This design comes from an exercise in tuning for small area and a short achievable clock period on the open sky130 flow, not from production work. In this exercise RTL edits were held to simulation tests only and were not proved equivalent to the original. Power is estimated from default activity; no workload was simulated.

## flow/design.v (module list and top-level ports; edited modules follow where they fit)
// module DSP: 1357 lines
module DSP (A,B,D,C,CLK,CARRYIN,OPMODE,BCIN,RSTA,RSTB,RSTM,
RSTP,RSTC,RSTD,RSTCARRYIN,RSTOPMODE,CEA,CEB,CEM,CEP,CEC,CED,
CECARRYIN,CEOPMODE,PCIN,BCOUT,PCOUT,P,M,CARRYOUT,CARRYOUTF);
  // ...
==> flow/flow/run.sh <==
#!/bin/bash
# The standard layout (standard.sh: standard synthesis, then ORFS to
# finish), with one change: the port buffers are plain buffers (buf_2 from
# buffer_ports, then buf_1 on the inputs) instead of the delay cell
# buffer_ports picks by default.  Each tool's output is in orfs/logs.
set -euo pipefail
HERE=$(pwd)
cat >> config.mk <<EOC
export BUFFER_PORTS_ARGS = -buffer_cell sky130_fd_sc_hd__buf_2
export PRE_RESIZE_TCL = $HERE/flow/ports.tcl
EOC
bash standard.sh > standard.log 2>&1
==> flow/flow/ports.tcl <==
# Before repair_design: the input ports' buffers become buf_1.
set n 0
foreach bterm [[ord::get_db_block] getBTerms] {
  if {[$bterm getIoType] ne "INPUT"} { continue }
  set net [$bterm getNet]
  if {$net eq "NULL" || [$net getSigType] eq "CLOCK"} { continue }
  foreach iterm [$net getITerms] {
    set inst [$iterm getInst]
    if {[[$inst getMaster] getName] eq "sky130_fd_sc_hd__buf_2"} {
      replace_cell [get_cells [$inst getName]] sky130_fd_sc_hd__buf_1
      incr n
    }
  }
}
puts "flow/ports.tcl: $n input buffers set to buf_1"
==> flow/standard.sh <==
#!/bin/bash
# synth_recipe.tcl (not shown) runs the flow's synth.tcl, then flattens the netlist and writes it again
# the make line also repeats each setting of config.mk as NAME=value (left out here)
make -C /OpenROAD-flow-scripts/flow DESIGN_CONFIG=/design/flow/config.mk WORK_HOME=/design/flow/orfs CLKGATE_MAP_FILE= SYNTH_SCRIPT=/design/flow/synth_recipe.tcl "${@:-finish}"
==> flow/config.mk <==
export PLATFORM = sky130hd
export DESIGN_NAME = DSP
export DESIGN_NICKNAME = DSP
export VERILOG_FILES = /design/flow/design.v
export SDC_FILE = /design/flow/constraint.sdc
export NUM_CORES = 4
export LEC_CHECK = 0
export ABC_AREA = 1
export CAP_MARGIN = 20
export CORE_MARGIN = 2
export CORE_UTILIZATION = 40
export CTS_CLUSTER_DIAMETER = 130
export CTS_CLUSTER_SIZE = 26
export SETUP_SLACK_MARGIN = 2.9
export SLEW_MARGIN = 20
export BUFFER_PORTS_ARGS = -buffer_cell sky130_fd_sc_hd__buf_2
export PRE_RESIZE_TCL = /design/flow/flow/ports.tcl
==> flow/constraint.sdc <==
create_clock -name core_clock -period 7.0 [get_ports {CLK}]
set_input_delay 1.4000 -clock core_clock [delete_from_list [all_inputs] [get_ports {CLK}]]
set_output_delay 1.4000 -clock core_clock [all_outputs]
set_load 0.01 [all_outputs]
==> out/results.txt, run 1 <==
status: complete, no violations
vias in the first global route: 21.92k
Clock Tree Buf Depth: 3
Crit-path slowest cell: fa_2
Fill cells: 6114
clock root cell: clkbuf_16
worst slew pin tran: 1.005 ns
worst hold slack: 0.4657 ns
number of hold buffers added after CTS: 0
post-synth top area share: 0.2210
DP Worst Slack: 1.771 ns
setup ws final: 2.974 ns
clock network latency to the later pin of the worst-skew pair: 0.55 ns
Final min period: 4.026 ns
placed cell area: 0.02547 mm2
R2R Path End: ms[22]
Seq cells: 265
Multi-input gate area: 0.01629 mm2
flop2flop setup slack: 3.00 ns
peak per-stage delay on the critical path: 0.39 ns
Worst Hold Class: reg2reg
top flop regs: cr (48), pr (48), ms (36)
# DRC: 0
Yosys reg bits: 265
post-synthesis sequential area ratio: 0.2210
==> run 2, diff against run 1 <==
--- a/flow/config.mk
+++ b/flow/config.mk
@@ -12,5 +12,5 @@
 export CTS_CLUSTER_DIAMETER = 130
 export CTS_CLUSTER_SIZE = 26
-export SETUP_SLACK_MARGIN = 2.9
+export SETUP_SLACK_MARGIN = 3.0
 export SLEW_MARGIN = 20
 export BUFFER_PORTS_ARGS = -buffer_cell sky130_fd_sc_hd__buf_2
==> out/results.txt, run 2 <==
status: complete, no violations (unchanged)
Final setup viols: 0 (unchanged)
PwrDens: 247.4 mW/mm2 (was 251.3 mW/mm2)
CTS tree: yes (unchanged)
nets@finish: 4076 (was 4070)
syn avg cell area: 7.052 um2 (unchanged)
most frequent CP cell: nand2_2 (unchanged)
peak supply drop: 0.0001732 V (was 0.0001315 V)
first-pass GRT wire length: 123900 um (was 124200 um)
maximum net fanout on the critical path: 9 (was 8)
hold path cells: 2 (unchanged)
DRT Pass-1 Iters: 5 (unchanged)
DR iter-0 viols: 1526 (was 1550)
Crit-path slowest cell: fa_2 (unchanged)
MaxCap Viol Count: 0 (unchanged)
routed vias: 23.09k (was 23.13k)
wire length per cell: 18.36 um (was 18.54 um)
clock root cell: clkbuf_16 (unchanged)
net count after synthesis: 3871 (unchanged)
Final min period: 4.004 ns (was 4.026 ns)
pin count of the biggest net entering global routing: 98 (unchanged)
Final Core Density: 0.4658 (was 0.4621)
Fill cells: 6132 (was 6114)
Worst Hold Class: reg2reg (unchanged)
H-Tree Depth: 1 (unchanged)
Routed WL: 80560 um (was 81200 um)
Starting Density: 0.4060 (unchanged)
max_slew headroom: 0.3393 (was 0.3297)
critical path class: in2reg (unchanged)
Yosys reg bits: 265 (unchanged)
Hold Violations, Final: 0 (unchanged)
global-route usage over all layers: 0.2504 (was 0.2511)
initial antenna violation count: 2 (unchanged)
Commonest cells post-synth: 794 x nand2_1, 457 x inv_1, 270 x a21oi_1 (unchanged)
most common library cell in the layout ignoring fill and taps: nand2_1 (unchanged)
startpoint of the worst hold path: cr[0] (was opm[5])
Peak Freq: 249.7 MHz (was 248.4 MHz)
Num CTS Buffers: 15 (unchanged)
post-synthesis sequential area ratio: 0.2210 (unchanged)
floorplan row count: 89 (unchanged)
Synth area leaders: dfxtp_1 22%, nand2_1 12%, fa_1 12% (unchanged)
Leak: 13.16 nW (was 13.10 nW)
cells along the critical path: buf_8, xor2_2, ha_1, nand2_2, nor3_4, and2_4, nand2_2, nand2_2, inv_2, fa_2, o21ai_2, nor2_2, a211oi_4, or2_4, nand2_8, buf_12, clkinv_16, nand4_1, nand2_1, inv_1, nand3_1 (was clkbuf_2, xor2_1, ha_1, nand2_2, nor3_4, and2_4, nand2_2, nand2_2, inv_2, fa_2, xnor2_2, nor2_1, o21ai_1, nand2_1, nor2_4, or2_4, nand2_8, buf_6, nor4_4)
Max Slew Vio Count: 0 (unchanged)
worst-case reg-to-reg path depth: 12 (unchanged)
area leader, netlist: dfxtp_1 (unchanged)
setup_tns: 0 ns (unchanged)
Sinks on Clock Net: 265 (unchanged)
layout cells sized above 1: 0.1447 (was 0.1317)
period utilisation layout: 0.5720 (was 0.5751)
vias in the first global route: 22.00k (was 21.92k)
hold path endpoint: cr[0] (was cyi)
top-count cell post-synth: nand2_1 (unchanged)
post-synth top area share: 0.2210 (unchanged)
Die Footprint: 0.06199 mm2 (unchanged)
Synth Warn #: 1 (unchanged)
top flop regs: cr (48), pr (48), ms (36) (unchanged)
DP Wirelength: 59780 um (was 60300 um)
reg-to-reg startpoint: ar[0] (was br[9])
design area: 0.02754 mm2 (was 0.02732 mm2)
Final Skew: 0.02657 ns (was 0.03174 ns)
Port-buffer cells: 326 (unchanged)
clk slew on worst S/H paths: 0.10 ns (about the same)
Worst Setup End Kind: flip-flop (unchanged)
CP Launch Type: input pin (unchanged)
io pins: 346 (unchanged)
placed cell area: 0.02548 mm2 (was 0.02547 mm2)
Tot Pwr: 0.006814 W (was 0.006867 W)
Die W: 249.0 um (unchanged)
highest-count cells in the layout ignoring fill and taps: 767 x nand2_1, 432 x inv_1, 252 x a21oi_1 (was 777 x nand2_1, 440 x inv_1, 252 x a21oi_1)
clock network latency to the later pin of the worst-skew pair: 0.55 ns (about the same)
worst hold slack: 0.4665 ns (was 0.4657 ns)
Core Area: 0.05913 mm2 (unchanged)
RSZ-0062 raised after global routing: yes (unchanged)
ys async rst share: 0 (unchanged)
via/cell ratio: 5.261 (was 5.279)
Post-synth EDFFs: 0 (unchanged)
gp weighted congestion: 0.8938 (was 0.8975)
# DRC: 0 (unchanged)
flop2flop setup slack: 3.12 ns (was 3.00 ns)
Layout area overhead: 14.74% (was 13.82%)
post-synth cell types: 48 (unchanged)
peak per-stage delay on the critical path: 0.43 ns (was 0.39 ns)
R2R Path End: ms[14] (was ms[22])
crit path DAT: 4.49 ns (was 4.45 ns)
WP data required: 7.48 ns (was 7.42 ns)
worst slew pin tran: 0.9910 ns (was 1.005 ns)
number of hold buffers added after CTS: 0 (unchanged)
Synth Flop Type: dfxtp_1 (unchanged)
die height: 249.0 um (unchanged)
Clock Tree Buf Depth: 3 (unchanged)
gate count after technology mapping: 3404 (unchanged)
total congestion overflow: 0 (unchanged)
Mapped Area: 0.02400 mm2 (unchanged)
DRT antenna net count: 0 (unchanged)
run 2: cell counts after synthesis:
No cell type changed its count.
run 2: how the worst max path moves through the flow:
stage          startpoint      end  slack [ns]  cells after the start
4_1_cts            ms[19]   pr[32]        2.94                     25
5_1_grt             B[12]   r89[3]        2.81                     21
3_5_place_dp          CEA  r89[16]        2.16                     17
6_report            B[12]   r89[2]        3.00                     21
3_3_place_gp          CEA  r89[16]        2.20                     17
2_1_floorplan       B[12]  r89[17]        2.95                     20
run 2: through the flow:
stage,setup WS (ns),cells
finish,2.996,4388
global placement,2.195,4292
global route,2.808,4387
detailed placement,2.163,4294
CTS,2.935,4334
floorplan,2.953,3404
run 2: report_power, final:
part,leakage (nW),internal (W),switching [W]
clock network,0.216,0.000414,0.000611
logic,10.7,0.00154,0.00232
registers,2.20,0.00172,0.000210
total,13.2,0.00367,0.00314
run 2: routing by layer:
metal	global-route usage	wire [um]	part of all wire
met1	0.3244	35450	0.44
met2	0.4347	38870	0.48
met3	0.03783	4388	0.054
met4	0.06424	1851	0.023
met5	0	0	0
run 2: cell type report:
type | count | area [um2] | share of cell area
Antenna cell | 1 | 2.502 | 0.00009086
Timing Repair Buffer | 421 | 2270 | 0.08241
Inverter | 505 | 2054 | 0.07460
Tap cell | 773 | 967.2 | 0.03512
Clock buffer | 17 | 382.9 | 0.01390
Sequential cell | 265 | 5343 | 0.1940
Timing Repair inverter | 4 | 43.79 | 0.001590
Multi-Input combinational cell | 2397 | 16420 | 0.5962
Clock inverter | 5 | 57.56 | 0.002090
run 2: repair_timing:
item                                    4_1_cts  5_1_grt
buffers inserted                             17       49
resized for setup                            92      232
pin swaps                                    10       51
endpoints found under the setup margin       75       82
gates cloned                                  1        4
run 2: worst max-delay path, delay by kind of cell:
| family | cells | cell delay (ns) |
|---|---|---|
| AND/OR/NAND/NOR | 11 | 1.29 |
| adder cells (fa/ha/maj) | 2 | 0.79 |
| AO/OA/AOI/OAI | 2 | 0.48 |
| XOR/XNOR | 1 | 0.13 |
| buffers and inverters | 5 | 0.38 |
run 2: logic make-up (layout without fill, tap and decap cells):
family                     Yosys count  count (layout)  share of synthesized area
AOI/OAI and AO/OA                  670             670                     0.1642
and+or+nand+nor                   1199            1200                     0.2079
DFF                                265             265                     0.2210
buffers and inverters              743             952                     0.1284
xor gates and xnor gates           254             254                    0.09268
other                                0               1                          0
adders and majority gates          273             273                     0.1858
==> run 3, diff against run 2 <==
--- a/flow/config.mk
+++ b/flow/config.mk
@@ -7,11 +7,11 @@
 export LEC_CHECK = 0
 export ABC_AREA = 1
-export CAP_MARGIN = 20
+export CAP_MARGIN = 0
 export CORE_MARGIN = 2
 export CORE_UTILIZATION = 40
-export CTS_CLUSTER_DIAMETER = 130
-export CTS_CLUSTER_SIZE = 26
+export CTS_CLUSTER_DIAMETER = 100
+export CTS_CLUSTER_SIZE = 22
 export SETUP_SLACK_MARGIN = 3.0
-export SLEW_MARGIN = 20
+export SLEW_MARGIN = 0
 export BUFFER_PORTS_ARGS = -buffer_cell sky130_fd_sc_hd__buf_2
 export PRE_RESIZE_TCL = /design/flow/flow/ports.tcl
==> out/results.txt, run 3 <==
Sinks on Clock Net: 265 (unchanged)
DP Wirelength: 59650 um (was 59780 um)
Fill cells: 6028 (was 6132)
Commonest cells post-synth: 794 x nand2_1, 457 x inv_1, 270 x a21oi_1 (unchanged)
hold path cells: 2 (unchanged)
floorplan row count: 89 (unchanged)
CP Launch Type: input pin (unchanged)
WP data required: 7.46 ns (was 7.48 ns)
Mapped Area: 0.02400 mm2 (unchanged)
Num CTS Buffers: 19 (was 15)
Hold Violations, Final: 0 (unchanged)
# DRC: 0 (unchanged)
clock root cell: clkbuf_16 (unchanged)
worst-case reg-to-reg path depth: 12 (unchanged)
highest-count cells in the layout ignoring fill and taps: 770 x nand2_1, 433 x inv_1, 249 x a21oi_1 (was 767 x nand2_1, 432 x inv_1, 252 x a21oi_1)
clk slew on worst S/H paths: 0.09 ns (was 0.10 ns)
die height: 249.0 um (unchanged)
top flop regs: cr (48), pr (48), ms (36) (unchanged)
Leak: 13.39 nW (was 13.16 nW)
most common library cell in the layout ignoring fill and taps: nand2_1 (unchanged)
post-synth cell types: 48 (unchanged)
total congestion overflow: 0 (unchanged)
PwrDens: 249.3 mW/mm2 (was 247.4 mW/mm2)
Post-synth EDFFs: 0 (unchanged)
wire length per cell: 18.45 um (was 18.36 um)
io pins: 346 (unchanged)
Core Area: 0.05913 mm2 (unchanged)
CTS tree: yes (unchanged)
ys async rst share: 0 (unchanged)
DR iter-0 viols: 1579 (was 1526)
Final Core Density: 0.4746 (was 0.4658)
initial antenna violation count: 2 (unchanged)
flop2flop setup slack: 3.11 ns (was 3.12 ns)
R2R Path End: ms[14] (unchanged)
Peak Freq: 247.0 MHz (was 249.7 MHz)
setup_tns: 0 ns (unchanged)
via/cell ratio: 5.272 (was 5.261)
net count after synthesis: 3871 (unchanged)
critical path class: in2reg (unchanged)
gate count after technology mapping: 3404 (unchanged)
clock network latency to the later pin of the worst-skew pair: 0.56 ns (was 0.55 ns)
pin count of the biggest net entering global routing: 98 (unchanged)
top-count cell post-synth: nand2_1 (unchanged)
startpoint of the worst hold path: cr[17] (was cr[0])
hold path endpoint: cr[17] (was cr[0])
DRT Pass-1 Iters: 6 (was 5)
Starting Density: 0.4060 (unchanged)
Port-buffer cells: 326 (unchanged)
gp weighted congestion: 0.8938 (unchanged)
first-pass GRT wire length: 123700 um (was 123900 um)
worst slew pin tran: 1.246 ns (was 0.9910 ns)
Max Slew Vio Count: 0 (unchanged)
routed vias: 23.34k (was 23.09k)
DRT antenna net count: 0 (unchanged)
H-Tree Depth: 1 (unchanged)
layout cells sized above 1: 0.1565 (was 0.1447)
syn avg cell area: 7.052 um2 (unchanged)
RSZ-0062 raised after global routing: yes (unchanged)
peak supply drop: 0.0002053 V (was 0.0001732 V)
Synth Flop Type: dfxtp_1 (unchanged)
Die Footprint: 0.06199 mm2 (unchanged)
maximum net fanout on the critical path: 9 (unchanged)
reg-to-reg startpoint: ar[0] (unchanged)
Routed WL: 81700 um (was 80560 um)
Final setup viols: 0 (unchanged)
Layout area overhead: 16.91% (was 14.74%)
max_slew headroom: 0.1697 (was 0.3393)
Synth Warn #: 1 (unchanged)
vias in the first global route: 21.98k (was 22.00k)
period utilisation layout: 0.5783 (was 0.5720)
status: complete, no violations (unchanged)
crit path DAT: 4.51 ns (was 4.49 ns)
post-synthesis sequential area ratio: 0.2210 (unchanged)
Clock Tree Buf Depth: 3 (unchanged)
area leader, netlist: dfxtp_1 (unchanged)
MaxCap Viol Count: 0 (unchanged)
global-route usage over all layers: 0.2507 (was 0.2504)
Yosys reg bits: 265 (unchanged)
Synth area leaders: dfxtp_1 22%, nand2_1 12%, fa_1 12% (unchanged)
Die W: 249.0 um (unchanged)
nets@finish: 4112 (was 4076)
Worst Setup End Kind: flip-flop (unchanged)
post-synth top area share: 0.2210 (unchanged)
Worst Hold Class: reg2reg (unchanged)
Final Skew: 0.03078 ns (was 0.02657 ns)
Final min period: 4.048 ns (was 4.004 ns)
number of hold buffers added after CTS: 0 (unchanged)
## run 3: cell types whose count changed in the layout (fill, tap and decap cells not counted), sizes merged, moves of 3 or more
cell,previous run,this run
clkinvlp,6,9
clkinv,17,23
clkbuf,20,26
buf,418,444
inv,491,488
## run 3: worst max-delay path, cell delays in order
cell	delay (ns)
buf_8	0.10
xor2_2	0.13
ha_1	0.34
buf_4	0.12
nand2_1	0.07
nor2_1	0.15
nand2_2	0.10
nand2_4	0.09
nand2_2	0.05
nand2_2	0.06
inv_2	0.04
fa_2	0.53
o21ai_2	0.07
nor2_2	0.17
a211oi_4	0.09
or2_4	0.35
nand2_8	0.13
buf_12	0.16
clkinv_16	0.07
nand4_1	0.08
nand2_1	0.07
inv_1	0.06
nand3_2	0.05
## run 3: cell type report
| type | instances | area (um2) | share of cell area |
|---|---|---|---|
| Clock inverter | 9 | 108.9 | 0.003879 |
| Timing Repair Buffer | 449 | 2497 | 0.08899 |
| Antenna cell | 1 | 2.502 | 0.00008917 |
| Clock buffer | 21 | 483.0 | 0.01721 |
| Multi-Input combinational cell | 2399 | 16530 | 0.5890 |
| Inverter | 505 | 2057 | 0.07329 |
| Timing Repair inverter | 6 | 78.83 | 0.002809 |
| Tap cell | 773 | 967.2 | 0.03446 |
| Sequential cell | 265 | 5340 | 0.1903 |
## run 3: what timing repair did
item,CTS,global route
gates cloned,2,7
endpoints found under the setup margin,78,83
resized for setup,90,249
pin swaps,10,37
buffers inserted,18,78
## run 3: where the power goes
| group | switching (W) | internal (W) | total [W] |
|---|---|---|---|
| clock network | 0.000653 | 0.000523 | 0.00118 |
| logic | 0.00234 | 0.00156 | 0.00390 |
| registers | 0.000207 | 0.00172 | 0.00192 |
## run 3: metal layers
metal | GRT usage | up-vias | share of wire
li1 | - | 11450 | -
met1 | 0.3248 | 11050 | 0.43
met2 | 0.4265 | 715 | 0.48
met3 | 0.04002 | 134 | 0.062
met4 | 0.07983 | 0 | 0.031
met5 | 0 | - | 0
## run 3: worst max-delay path by stage
stage / from / endpoint / slack (ns) / cells past startpoint
final: B[4] / r89[17] / 2.95 / 23
after global routing: B[5] / r89[3] / 2.78 / 22
after CTS: ms[13] / pr[32] / 2.93 / 25
after detailed placement: CEA / r89[16] / 2.13 / 17
after global placement: CEA / r89[16] / 2.20 / 17
after floorplan: B[12] / r89[17] / 2.95 / 20
## run 3: logic make-up (layout without fill, tap and decap cells)
| kind of cell | after synthesis | count (layout) | share of synthesized area |
|---|---|---|---|
| AOI/OAI and AO/OA | 670 | 670 | 0.1642 |
| xor gates and xnor gates | 254 | 254 | 0.09268 |
| adders and majority gates | 273 | 273 | 0.1858 |
| buffers and inverters | 743 | 990 | 0.1284 |
| DFF | 265 | 265 | 0.2210 |
| other | 0 | 1 | 0 |
| and+or+nand+nor | 1199 | 1202 | 0.2079 |
## run 3: per-stage QoR
step | total power (W) | setup WS, ns | instances | hold slack, ns | instance area (um2)
finish | 0.006998 | 2.952 | 4428 | 0.4655 | 28060
global route | 0.007632 | 2.777 | 4427 | 0.4837 | 28060
CTS | 0.006732 | 2.927 | 4342 | 0.4676 | 26430
detailed placement | 0.005467 | 2.131 | 4292 | 0.4542 | 25440
global placement | 0.005445 | 2.195 | 4292 | 0.4518 | 25650
floorplan | 0.004367 | 2.953 | 3404 | 0.4335 | 24040
==> run 4, diff against run 3 <==
--- a/flow/config.mk
+++ b/flow/config.mk
@@ -7,11 +7,11 @@
 export LEC_CHECK = 0
 export ABC_AREA = 1
-export CAP_MARGIN = 0
+export CAP_MARGIN = 5
 export CORE_MARGIN = 2
 export CORE_UTILIZATION = 40
 export CTS_CLUSTER_DIAMETER = 100
 export CTS_CLUSTER_SIZE = 22
-export SETUP_SLACK_MARGIN = 3.0
-export SLEW_MARGIN = 0
+export SETUP_SLACK_MARGIN = 2.9
+export SLEW_MARGIN = 5
 export BUFFER_PORTS_ARGS = -buffer_cell sky130_fd_sc_hd__buf_2
 export PRE_RESIZE_TCL = /design/flow/flow/ports.tcl
==> out/results.txt, run 4 <==
RSZ-0062 raised after global routing: yes (unchanged)
critical path class: reg2reg (was in2reg)
peak supply drop: 0.0001388 V (was 0.0002053 V)
sequential share of power: 0.279 (was 0.275)
most frequent CP cell: fa_1 (was nand2_2)
wire length per cell: 18.42 um (was 18.45 um)
DP Wirelength: 60190 um (was 59650 um)
crit path DAT: 4.40 ns (was 4.51 ns)
placed cell area: 0.02544 mm2 (about the same)
gate count after technology mapping: 3404 (unchanged)
power share of the clock group: 0.167 (was 0.168)
Synth Warn #: 1 (unchanged)
clock network latency to the later pin of the worst-skew pair: 0.56 ns (about the same)
WP data required: 7.38 ns (was 7.46 ns)
max_slew headroom: 0.1697 (about the same)
post-synth cell types: 48 (unchanged)
dpl cells: 4292 (unchanged)
Final Skew: 0.03015 ns (was 0.03078 ns)
layout cells sized above 1: 0.1204 (was 0.1565)
DRT antenna net count: 0 (unchanged)
highest-count cells in the layout ignoring fill and taps: 784 x nand2_1, 445 x inv_1, 252 x a21oi_1 (was 770 x nand2_1, 433 x inv_1, 249 x a21oi_1)
H-Tree Depth: 1 (unchanged)
Final setup viols: 0 (unchanged)
cells along the critical path: clkinv_2, o22ai_1, xor2_1, fa_1, fa_1, fa_1, fa_1, inv_1, ha_1, nor2_1, a211oi_1 (was buf_8, xor2_2, ha_1, buf_4, nand2_1, nor2_1, nand2_2, nand2_4, nand2_2, nand2_2, inv_2, fa_2, o21ai_2, nor2_2, a211oi_4, or2_4, nand2_8, buf_12, clkinv_16, nand4_1, nand2_1, inv_1, nand3_2)
floorplan row count: 89 (unchanged)
Worst Hold Class: reg2reg (unchanged)
Routed WL: 80480 um (was 81700 um)
top flop regs: cr (48), pr (48), ms (36) (unchanged)
PwrDens: 253.2 mW/mm2 (was 249.3 mW/mm2)
post-synthesis sequential area ratio: 0.2210 (unchanged)
Yosys reg bits: 265 (unchanged)
adder-cell share of the synthesized area: 0.1858 (unchanged)
nets@finish: 4054 (was 4112)
complex-gate fraction of the synthesized area: 0.1642 (unchanged)
Port-buffer cells: 326 (unchanged)
worst slew pin tran: 1.245 ns (was 1.246 ns)
first-pass GRT wire length: 124300 um (was 123700 um)
Synth area leaders: dfxtp_1 22%, nand2_1 12%, fa_1 12% (unchanged)
# DRC: 0 (unchanged)
Max Slew Vio Count: 0 (unchanged)
flop2flop setup slack: 2.99 ns (was 3.11 ns)
DRT Pass-1 Iters: 5 (was 6)
Worst Setup End Kind: flip-flop (unchanged)
Mapped Area: 0.02400 mm2 (unchanged)
post-synth top area share: 0.2210 (unchanged)
Synth Area in XOR/XNOR: 0.09268 (unchanged)
hold path cells: 2 (unchanged)
Crit-path slowest cell: fa_1 (was fa_2)
Die W: 249.0 um (unchanged)
Leak: 12.96 nW (was 13.39 nW)
Sinks on Clock Net: 265 (unchanged)
clk slew on worst S/H paths: 0.09 ns (about the same)
Die Footprint: 0.06199 mm2 (unchanged)
R2R Path End: ms[23] (was ms[14])
main combinational cell family by area after synthesis: simple AND/OR/NAND/NOR gates (unchanged)
Inserted Diodes: 0 (was 1)
net count after synthesis: 3871 (unchanged)
DR iter-0 viols: 1662 (was 1579)
reg-to-reg startpoint: enc_two[7] (was ar[0])
Comb power frac: 0.553 (was 0.557)
io pins: 346 (unchanged)
number of hold buffers added after CTS: 0 (unchanged)
Finished Layout Cells: 4368 (was 4428)
hold path endpoint: cr[20] (was cr[17])
startpoint of the worst hold path: cr[20] (was cr[17])
global-route usage over all layers: 0.2515 (was 0.2507)
switching power total: 0.003161 W (was 0.003196 W)
pin count of the biggest net entering global routing: 98 (unchanged)
design area: 0.02707 mm2 (was 0.02806 mm2)
gp weighted congestion: 0.8975 (was 0.8938)
Layout area overhead: 12.79% (was 16.91%)
post-synthesis mux area share: 0 (unchanged)
top-count cell post-synth: nand2_1 (unchanged)
maximum net fanout on the critical path: 18 (was 9)
Post-synth EDFFs: 0 (unchanged)
CTS tree: yes (unchanged)
syn avg cell area: 7.052 um2 (unchanged)
Clock Tree Buf Depth: 3 (unchanged)
MaxCap Viol Count: 0 (unchanged)
setup_tns: 0 ns (unchanged)
Final min period: 4.014 ns (was 4.048 ns)
total congestion overflow: 0 (unchanged)
Num CTS Buffers: 18 (was 19)
clock root cell: clkbuf_16 (unchanged)
area leader, netlist: dfxtp_1 (unchanged)
Switching Share: 0.4610 (was 0.4567)
worst-case reg-to-reg path depth: 11 (was 12)
peak per-stage delay on the critical path: 0.62 ns (was 0.53 ns)
die height: 249.0 um (unchanged)
most common library cell in the layout ignoring fill and taps: nand2_1 (unchanged)
Hold Violations, Final: 0 (unchanged)
Core Area: 0.05913 mm2 (unchanged)
simple-gate share of the synthesized area: 0.2079 (unchanged)
ys async rst share: 0 (unchanged)
status: complete, no violations (unchanged)
Starting Density: 0.4060 (unchanged)
routed vias: 22.99k (was 23.34k)
via/cell ratio: 5.263 (was 5.272)
Power Internal: 0.003696 W (was 0.003802 W)
CP Launch Type: flip-flop (was input pin)
vias in the first global route: 21.93k (was 21.98k)
period utilisation layout: 0.5735 (was 0.5783)
Commonest cells post-synth: 794 x nand2_1, 457 x inv_1, 270 x a21oi_1 (unchanged)
Synth Flop Type: dfxtp_1 (unchanged)
worst hold slack: 0.4657 ns (was 0.4655 ns)
Final Core Density: 0.4579 (was 0.4746)
Peak Freq: 249.1 MHz (was 247.0 MHz)
initial antenna violation count: 2 (unchanged)
==> run 4: cell count changes in the layout (fill, tap and decap cells not counted), sizes merged <==
cell           previous run  this run
clkdlybuf4s15             0         1
nand3                   192       191
inv                     488       480
diode                     1         0
clkinvlp                  9         7
buf                     444       391
clkbuf                   26        23
clkinv                   23        30
==> run 4: final cells by class <==
class / count / area, um2
multi-input cells: 2398 / 16140
fillers: 6206 / 32060
inverters: 505 / 2007
repair inverters: 4 / 48.80
clock inverters: 8 / 102.6
clock buffers: 20 / 467.9
well taps: 773 / 967.2
flip-flops and latches: 265 / 5325
repair buffers: 395 / 2017
==> run 4: through the flow <==
| step | power [W] | setup slack [ns] |
|---|---|---|
| 2_1_floorplan | 0.004363 | 2.900 |
| 3_3_place_gp | 0.005543 | 2.040 |
| 3_5_place_dp | 0.005551 | 1.779 |
| 4_1_cts | 0.006750 | 2.866 |
| 5_1_grt | 0.007471 | 2.775 |
| 6_report | 0.006856 | 2.986 |
==> run 4: cells by family (layout without fill, tap and decap cells) <==
family / Yosys count / in the layout
buf+inv: 743 / 932
simple gates: 1199 / 1201
compound gates: 670 / 670
flops: 265 / 265
xor+xnor: 254 / 254
fa+ha+maj: 273 / 273
==> run 4: how the worst max path moves through the flow <==
stage / slack (ns) / depth (start not counted) / startpoint / endpoint
2_1_floorplan: 2.90 / 20 / B[14] / r89[17]
3_3_place_gp: 2.04 / 15 / CEA / r89[16]
3_5_place_dp: 1.78 / 10 / CEB / r89[3]
4_1_cts: 2.87 / 23 / ms[20] / pr[32]
5_1_grt: 2.78 / 31 / mc[3] / pr[32]
6_report: 2.99 / 11 / enc_two[7] / ms[23]
==> run 4: metal layers <==
metal	share of wire	global-route usage	vias to the layer above	wire length, um
li1	-	-	11320	-
met1	0.44	0.3301	10820	35060
met2	0.47	0.4339	721	38180
met3	0.058	0.03114	131	4657
met4	0.032	0.07013	2	2570
met5	0.00014	0	-	11
==> run 4: critical path: cells and delay by family (launching register included) <==
family	cells	cell delay [ns]
adder cells (fa/ha/maj)	5	2.43
AO/OA/AOI/OAI	2	0.36
flip-flops	1	0.36
AND/OR/NAND/NOR	1	0.12
XOR/XNOR	1	0.20
buffers and inverters	2	0.36
==> run 4: timing repair <==
| action | 4_1_cts | 5_1_grt |
|---|---|---|
| endpoints found under the setup margin | 75 | 66 |
| resized for setup | 65 | 137 |
| cloned | 1 | 5 |
| pin swaps | 2 | 37 |
| setup buffers | 7 | 35 |
==> run 4: power groups by stage <==
stage / logic [W] / clock network [W] / registers, W
floorplan: 0.00249 / 0 / 0.00188
global placement: 0.00361 / 0 / 0.00193
detailed placement: 0.00362 / 0 / 0.00193
CTS: 0.00367 / 0.00118 / 0.00191
global route: 0.00431 / 0.00122 / 0.00194
finish: 0.00379 / 0.00115 / 0.00192
==> run 5, diff against run 4 <==
--- a/flow/config.mk
+++ b/flow/config.mk
@@ -10,6 +10,6 @@
 export CORE_MARGIN = 2
 export CORE_UTILIZATION = 40
-export CTS_CLUSTER_DIAMETER = 100
-export CTS_CLUSTER_SIZE = 22
+export CTS_CLUSTER_DIAMETER = 115
+export CTS_CLUSTER_SIZE = 24
 export SETUP_SLACK_MARGIN = 2.9
 export SLEW_MARGIN = 5
==> out/results.txt, run 5 <==
ys async rst share: 0 (unchanged)
Final Skew: 0.03515 ns (was 0.03015 ns)
critical path class: reg2reg (unchanged)
CTS tree: yes (unchanged)
Hold Violations, Final: 0 (unchanged)
most frequent CP cell: fa_1 (unchanged)
layout cells sized above 1: 0.1287 (was 0.1204)
Clock Tree Buf Depth: 3 (unchanged)
WP data required: 7.38 ns (about the same)
Crit. path cell count: 10 (was 11)
Synth area leaders: dfxtp_1 22%, nand2_1 12%, fa_1 12% (unchanged)
wire length per cell: 18.39 um (was 18.42 um)
peak per-stage delay on the critical path: 0.63 ns (was 0.62 ns)
period utilisation layout: 0.5711 (was 0.5735)
Port-buffer cells: 326 (unchanged)
Synth Warn #: 1 (unchanged)
Routed WL: 80500 um (was 80480 um)
hold path cells: 2 (unchanged)
DP Wirelength: 60190 um (unchanged)
clock network latency to the later pin of the worst-skew pair: 0.55 ns (was 0.56 ns)
Worst Hold Class: reg2reg (unchanged)
Die W: 249.0 um (unchanged)
Final min period: 3.997 ns (was 4.014 ns)
dpl cells: 4292 (unchanged)
Post-synth EDFFs: 0 (unchanged)
Starting Density: 0.4060 (unchanged)
clk slew on worst S/H paths: 0.10 ns (was 0.09 ns)
Crit-path slowest cell: fa_1 (unchanged)
DRT antenna net count: 0 (unchanged)
Yosys reg bits: 265 (unchanged)
first-pass GRT wire length: 124200 um (was 124300 um)
max_slew headroom: 0.1909 (was 0.1697)
most common library cell in the layout ignoring fill and taps: nand2_1 (unchanged)
flop2flop setup slack: 3.00 ns (was 2.99 ns)
setup ws final: 3.003 ns (was 2.986 ns)
post-synth top area share: 0.2210 (unchanged)
Leak: 13.05 nW (was 12.96 nW)
CP top delay family: adder cells (unchanged)
Finished Layout Cells: 4378 (was 4368)
routed vias: 22.97k (was 22.99k)
Peak Freq: 250.2 MHz (was 249.1 MHz)
crit path DAT: 4.38 ns (was 4.40 ns)
post-synth cell types: 48 (unchanged)
Die Footprint: 0.06199 mm2 (unchanged)
post-synthesis sequential area ratio: 0.2210 (unchanged)
worst slew pin tran: 1.214 ns (was 1.245 ns)
# DRC: 0 (unchanged)
initial antenna violation count: 2 (unchanged)
Commonest cells post-synth: 794 x nand2_1, 457 x inv_1, 270 x a21oi_1 (unchanged)
startpoint of the worst hold path: opm[5] (was cr[20])
R2R Path End: ms[23] (unchanged)
pin count of the biggest net entering global routing: 98 (unchanged)
area leader, netlist: dfxtp_1 (unchanged)
Final setup viols: 0 (unchanged)
worst-case reg-to-reg path depth: 10 (was 11)
DR iter-0 viols: 1509 (was 1662)
setup_tns: 0 ns (unchanged)
global-route usage over all layers: 0.2511 (was 0.2515)
top-count cell post-synth: nand2_1 (unchanged)
nets@finish: 4067 (was 4054)
peak supply drop: 0.0001580 V (was 0.0001388 V)
cells along the critical path: inv_1, xor2_1, fa_1, fa_1, fa_1, fa_1, inv_1, ha_1, nor2_1, a211oi_1 (was clkinv_2, o22ai_1, xor2_1, fa_1, fa_1, fa_1, fa_1, inv_1, ha_1, nor2_1, a211oi_1)
hold path endpoint: cyi (was cr[20])
Inserted Diodes: 0 (unchanged)
Synth Flop Type: dfxtp_1 (unchanged)
total congestion overflow: 0 (unchanged)
Bufs and invs on worst path: 2 (unchanged)
reg-to-reg startpoint: br[7] (was enc_two[7])
Max Slew Vio Count: 0 (unchanged)
RSZ-0062 raised after global routing: yes (unchanged)
highest-count cells in the layout ignoring fill and taps: 782 x nand2_1, 441 x inv_1, 252 x dfxtp_1 (was 784 x nand2_1, 445 x inv_1, 252 x a21oi_1)
Worst Setup End Kind: flip-flop (unchanged)
H-Tree Depth: 1 (unchanged)
floorplan row count: 89 (unchanged)
PwrDens: 252.5 mW/mm2 (was 253.2 mW/mm2)
clock root cell: clkbuf_16 (unchanged)
DRT Pass-1 Iters: 5 (unchanged)
Tot Pwr: 0.006869 W (was 0.006856 W)
die height: 249.0 um (unchanged)
gate count after technology mapping: 3404 (unchanged)
Mapped Area: 0.02400 mm2 (unchanged)
syn avg cell area: 7.052 um2 (unchanged)
CP Launch Type: flip-flop (unchanged)
via/cell ratio: 5.247 (was 5.263)
maximum net fanout on the critical path: 11 (was 18)
Sinks on Clock Net: 265 (unchanged)
top flop regs: cr (48), pr (48), ms (36) (unchanged)
gp weighted congestion: 0.8975 (unchanged)
vias in the first global route: 21.90k (was 21.93k)
Core Area: 0.05913 mm2 (unchanged)
DP Worst Slack: 1.779 ns (unchanged)
net count after synthesis: 3871 (unchanged)
MaxCap Viol Count: 0 (unchanged)
number of hold buffers added after CTS: 0 (unchanged)
Num CTS Buffers: 16 (was 18)
io pins: 346 (unchanged)
status: complete, no violations (unchanged)
Layout area overhead: 13.33% (was 12.79%)
-- run 5: cells by family after synthesis --
family          count (synthesis)  synth area share
buf+inv                       743            0.1284
simple gates                 1199            0.2079
flops                         265            0.2210
xor+xnor                      254           0.09268
fa+ha+maj                     273            0.1858
compound gates                670            0.1642
-- run 5: area by class of cell --
| class | count | area, um2 |
|---|---|---|
| clock buffer | 18 | 417.9 |
| inverter | 505 | 1999 |
| sequential | 265 | 5326 |
| timing repair buffer | 410 | 2123 |
| tap | 773 | 967.2 |
| timing repair inverter | 4 | 36.28 |
| multi-input combinational | 2398 | 16240 |
| clock inverter | 5 | 93.84 |
| fill | 6182 | 31930 |
-- run 5: how the worst max path moves through the flow --
| stage | from | to | slack (ns) |
|---|---|---|---|
| after CTS | ms[17] | M[33] | 2.85 |
| after floorplan | B[14] | r89[17] | 2.90 |
| final | br[7] | ms[23] | 3.00 |
| after global routing | mc[3] | pr[31] | 2.80 |
| after detailed placement | CEB | r89[3] | 1.78 |
| after global placement | CEA | r89[16] | 2.04 |
-- run 5: per-layer routing --
layer	wire length, um	track usage	vias up
li1	-	-	11340
met1	35190	0.3298	10850
met2	38270	0.4336	659
met3	4530	0.03197	121
met4	2503	0.06753	2
met5	11	0	-
-- run 5: worst min-delay path: stages, from the launching register on --
cell and delay (ns):
dfxtp_1 0.31, inv_1 0.06, a211oi_1 0.06
-- run 5: repair_timing --
item	CTS	global route
endpoints found under the setup margin	74	64
gates resized for setup	63	164
pin swaps	2	51
setup buffers	7	50
gates cloned	1	5
-- run 5: stage by stage --
stage	util	hold slack (ns)	cell area, um2
floorplan	-	0.4335	24020
CTS	0.4426	0.4674	26170
finish	0.4601	0.4657	27200
detailed placement	0.4303	0.4518	25440
global placement	0.4335	0.4502	25630
global route	0.4601	0.4866	27200
-- run 5: power by group --
| part | internal, W | total (W) | switching, W | leakage (nW) |
|---|---|---|---|---|
| registers | 0.00171 | 0.00192 | 0.000204 | 2.19 |
| logic | 0.00152 | 0.00386 | 0.00233 | 10.6 |
| clock network | 0.000488 | 0.00110 | 0.000609 | 0.250 |

## port drivers added, routing unchanged
The flow's constraints put no driver on any port. The routed layouts listed below were extracted and timed again, unchanged, in two steps.
Step 1, drivers: a clkbuf_16 drives CLK and a buf_2 each remaining input, both assumed.
Step 2, shift: input delay + t, output delay - t, t = (earliest + latest rising clock arrival at the registers) / 2. This alone moves slack from input paths to output paths.
a / b / c = no drivers / after step 1 / after step 2; a / b = the first two.
run | shift t [ns] | setup WS [ns] | pins driven straight from the clock port
run 1 | 0.593 | 2.974 / 2.969 / 2.410 | 1
run 2 | 0.599 | 2.996 / 3.016 / 2.418 | 1
run 3 | 0.607 | 2.952 / 2.967 / 2.361 | 1
run 4 | 0.603 | 2.986 / 2.959 / 2.503 | 1
run 5 | 0.591 | 3.003 / 2.964 / 2.493 | 1
After both steps setup and hold are still met in every run listed. For run 3, which loses most, drivers alone change the setup slack by +0.015 ns; drivers and shift together by -0.591 ns.
